Background: an optimization exercise with open tools, aiming at small area. Do not read the settings as production practice.
Function was checked by simulation only, so behaviour that the tests miss may differ from the original.

==> flow/design.v (excerpt) <==
module openNocTop #(parameter X=2,Y=2,data_width=32, x_size=1, y_size=1,total_width=(x_size+y_size+data_width),sw_no=X*Y)
(
input wire clk,
input wire rstn,
input wire [(X*Y)-1:0] r_valid_pe,
input wire [(total_width*X*Y)-1:0] r_data_pe,
output wire [(X*Y)-1:0] r_ready_pe,
output wire [(X*Y)-1:0] w_valid_pe,
output wire [(total_width*X*Y)-1:0] w_data_pe
);
==> module nbyn, before the edit <==
module nbyn #(parameter x_coord = 0, y_coord = 0, INV_IN = 0,
              data_width = 32, total_width = data_width + 2)
(
input  wire clk,
input  wire rstn,
input  wire i_valid_l,
input  wire i_valid_b,
input  wire i_valid_pe,
output wire o_ready_pe,
output reg  o_valid_r,
output reg  o_valid_t,
output reg  o_valid_pe,
input  wire [total_width-1:0] i_data_l,
input  wire [total_width-1:0] i_data_b,
input  wire [total_width-1:0] i_data_pe,
output reg  [total_width-1:0] o_data_r,
output reg  [total_width-1:0] o_data_t,
output wire [total_width-1:0] o_data_pe
);
wire [total_width-1:0] dl = INV_IN ? ~i_data_l : i_data_l;
wire [total_width-1:0] db = INV_IN ? ~i_data_b : i_data_b;
wire [total_width-1:0] dp = i_data_pe;
wire [total_width-1:0] rp = INV_IN ? ~i_data_pe : i_data_pe;
wire lx = dl[0] == x_coord[0];
wire ly = dl[1] == y_coord[0];
wire bx = db[0] == x_coord[0];
wire by = db[1] == y_coord[0];
wire px = dp[0] == x_coord[0];
wire py = dp[1] == y_coord[0];
wire LR = i_valid_l & ~lx;
wire LT = i_valid_l & lx & ~ly;
wire LP = i_valid_l & lx & ly;
wire BT = i_valid_b & ~by;
wire BR = i_valid_b & by & ~bx;
wire BP = i_valid_b & by & bx;
assign o_ready_pe = ~(LR | LT) | ~(BT | BR);
wire pv = i_valid_pe & o_ready_pe;
wire PR = pv & ~px;
wire PT = pv & px & ~py;
wire PP = pv & px & py;
wire lR = LR | (LP & (PP | BP));    
wire bT = BT | (BP & PP);           
wire r_b = BR | (bT & (LT | PT));
wire r_l = ~BR & lR;
wire r_p = (PR & ~BR & ~lR) | (PT & LT);
wire t_l = LT | (lR & BR);
wire t_p = (PT & ~LT) | (PR & (BR | lR));
wire t_b = bT & ~LT & ~PT;
wire [2:0] sr = {r_p, r_l, r_b};
wire [2:0] st = {t_p, t_l, t_b};
wire [2:0] sp = {PP, LP, BP};
wire [2:0] dr = {~(r_b | r_l), r_l, r_b};
wire [2:0] dt = {t_p, t_l, ~(t_l | t_p)};
wire [2:0] dq = {PP, ~PP & ~BP, ~PP & BP};
wire [total_width-1:0] nr, nt;
wire [data_width-1:0]  np;
sel3n #(total_width) mux_r (.s(dr), .a(i_data_b), .b(i_data_l), .c(rp), .y(nr));
sel3n #(total_width) mux_t (.s(dt), .a(i_data_b), .b(i_data_l), .c(rp), .y(nt));
sel3n #(data_width)  mux_p (.s(dq), .a(i_data_b[total_width-1:2]), .b(i_data_l[total_width-1:2]), .c(rp[total_width-1:2]), .y(np));
reg [data_width-1:0] pe_payload;
assign o_data_pe = {INV_IN ? pe_payload : ~pe_payload, y_coord[0], x_coord[0]};
always @(posedge clk) begin
    o_valid_r  <= |sr;
    o_valid_t  <= rstn & (|st);
    o_valid_pe <= rstn & (|sp);
    o_data_r   <= nr;
    o_data_t   <= nt;
    pe_payload <= np;
end
endmodule
Settings: LEC_CHECK=0, CAP_MARGIN=20, CORE_MARGIN=2, CORE_UTILIZATION=45, SLEW_MARGIN=20, SYNTH_HIERARCHICAL=1, SYNTH_MINIMUM_KEEP_SIZE=0; clock period 5.0 ns.
standard.sh (not shown) runs the stock make flow with config.mk's settings and CLKGATE_MAP_FILE= SYNTH_SCRIPT=/design/flow/synth_recipe.tcl, a recipe that flattens the netlist after the stock synthesis.
==> flow/flow/run.sh <==
#!/bin/bash
# Standard ORFS layout with three changes after the standard synthesis:
# the ports are buffered by the smallest buffer cell; the clock tree is built
# from small clock buffers in small clusters, without dummy loads; and the
# repair steps may not use the cells listed in flow/dont_use.txt (the
# platform's own don't-use cells plus the high-drive logic and buffer cells),
# so that they buffer heavy nets with small buffers instead of upsizing.
# Each tool's full output stays in orfs/logs; the make output goes to
# flow_synth.log and flow_make.log.
set -euo pipefail
bash standard.sh synth > flow_synth.log 2>&1
dont_use=$(grep -v '^#' flow/dont_use.txt | tr '\n' ' ')
bash standard.sh \
  "BUFFER_PORTS_ARGS=-buffer_cell sky130_fd_sc_hd__buf_1" \
  REMOVE_ABC_BUFFERS=1 \
  "DONT_USE_CELLS=$dont_use" \
  "CTS_ARGS=-sink_clustering_enable -repair_clock_nets -dont_use_dummy_load -buf_list sky130_fd_sc_hd__clkbuf_4 -sink_clustering_size 10 -sink_clustering_max_diameter 50" \
  finish > flow_make.log 2>&1
Other scripts of this flow, unchanged in this note and not shown: flow/flow/dont_use.txt
Next try:
--- a/flow/design.v
+++ b/flow/design.v
@@ -48,13 +48,14 @@
 wire t_b = bT & ~LT & ~PT;
 wire [2:0] sr = {r_p, r_l, r_b};
 wire [2:0] st = {t_p, t_l, t_b};
 wire [2:0] sp = {PP, LP, BP};
 wire [2:0] dr = {~(r_b | r_l), r_l, r_b};
 wire [2:0] dt = {t_p, t_l, ~(t_l | t_p)};
-wire [2:0] dq = {PP, ~PP & ~BP, ~PP & BP};
+wire pself = i_valid_pe & px & py;
+wire [2:0] dq = {pself, ~pself & ~BP, ~pself & BP};
 wire [total_width-1:0] nr, nt;
 wire [data_width-1:0]  np;
 sel3n #(total_width) mux_r (.s(dr), .a(i_data_b), .b(i_data_l), .c(rp), .y(nr));
 sel3n #(total_width) mux_t (.s(dt), .a(i_data_b), .b(i_data_l), .c(rp), .y(nt));
 sel3n #(data_width)  mux_p (.s(dq), .a(i_data_b[total_width-1:2]), .b(i_data_l[total_width-1:2]), .c(rp[total_width-1:2]), .y(np));
 reg [data_width-1:0] pe_payload;
Effect:
- The new run ran to the end with no violations
- routed wire length stays flat
- cell area barely changes
- count of clock-buffer cells in the layout increases by 2
- die area stays flat
- global-route usage increases by 0.16 points
- register-to-register slack gains 210 ps
- non-clock buffer count decreases by 6
- setup slack loses 140 ps
- critical path depth decreases by 1

## separate check: timing with driven ports
The flow's constraints put no driver on any port. The routed layouts listed below were extracted and timed again, unchanged, in two steps.
Step 1, drivers: a clkbuf_16 drives clk and a buf_2 each remaining input, both assumed.
Step 2 moves the port delays by t, midway between the first and last clock arrival at a register: inputs arrive t later, outputs are due t later. That takes back most of the time a late clock gives input paths.
Slacks: no drivers / after step 1 / after step 2; pairs: no drivers / after step 1.
run	shift t [ns]	setup WS [ns]	worst setup path after step 2
the first run	0.735	1.823 / 1.823 / 1.312	input to register
the second run	0.719	1.681 / 1.706 / 0.988	input to register
After both steps setup and hold are still met in every run listed. The setup slack of the second run, which loses most, moves by +0.025 ns with the drivers and by -0.693 ns with both steps.
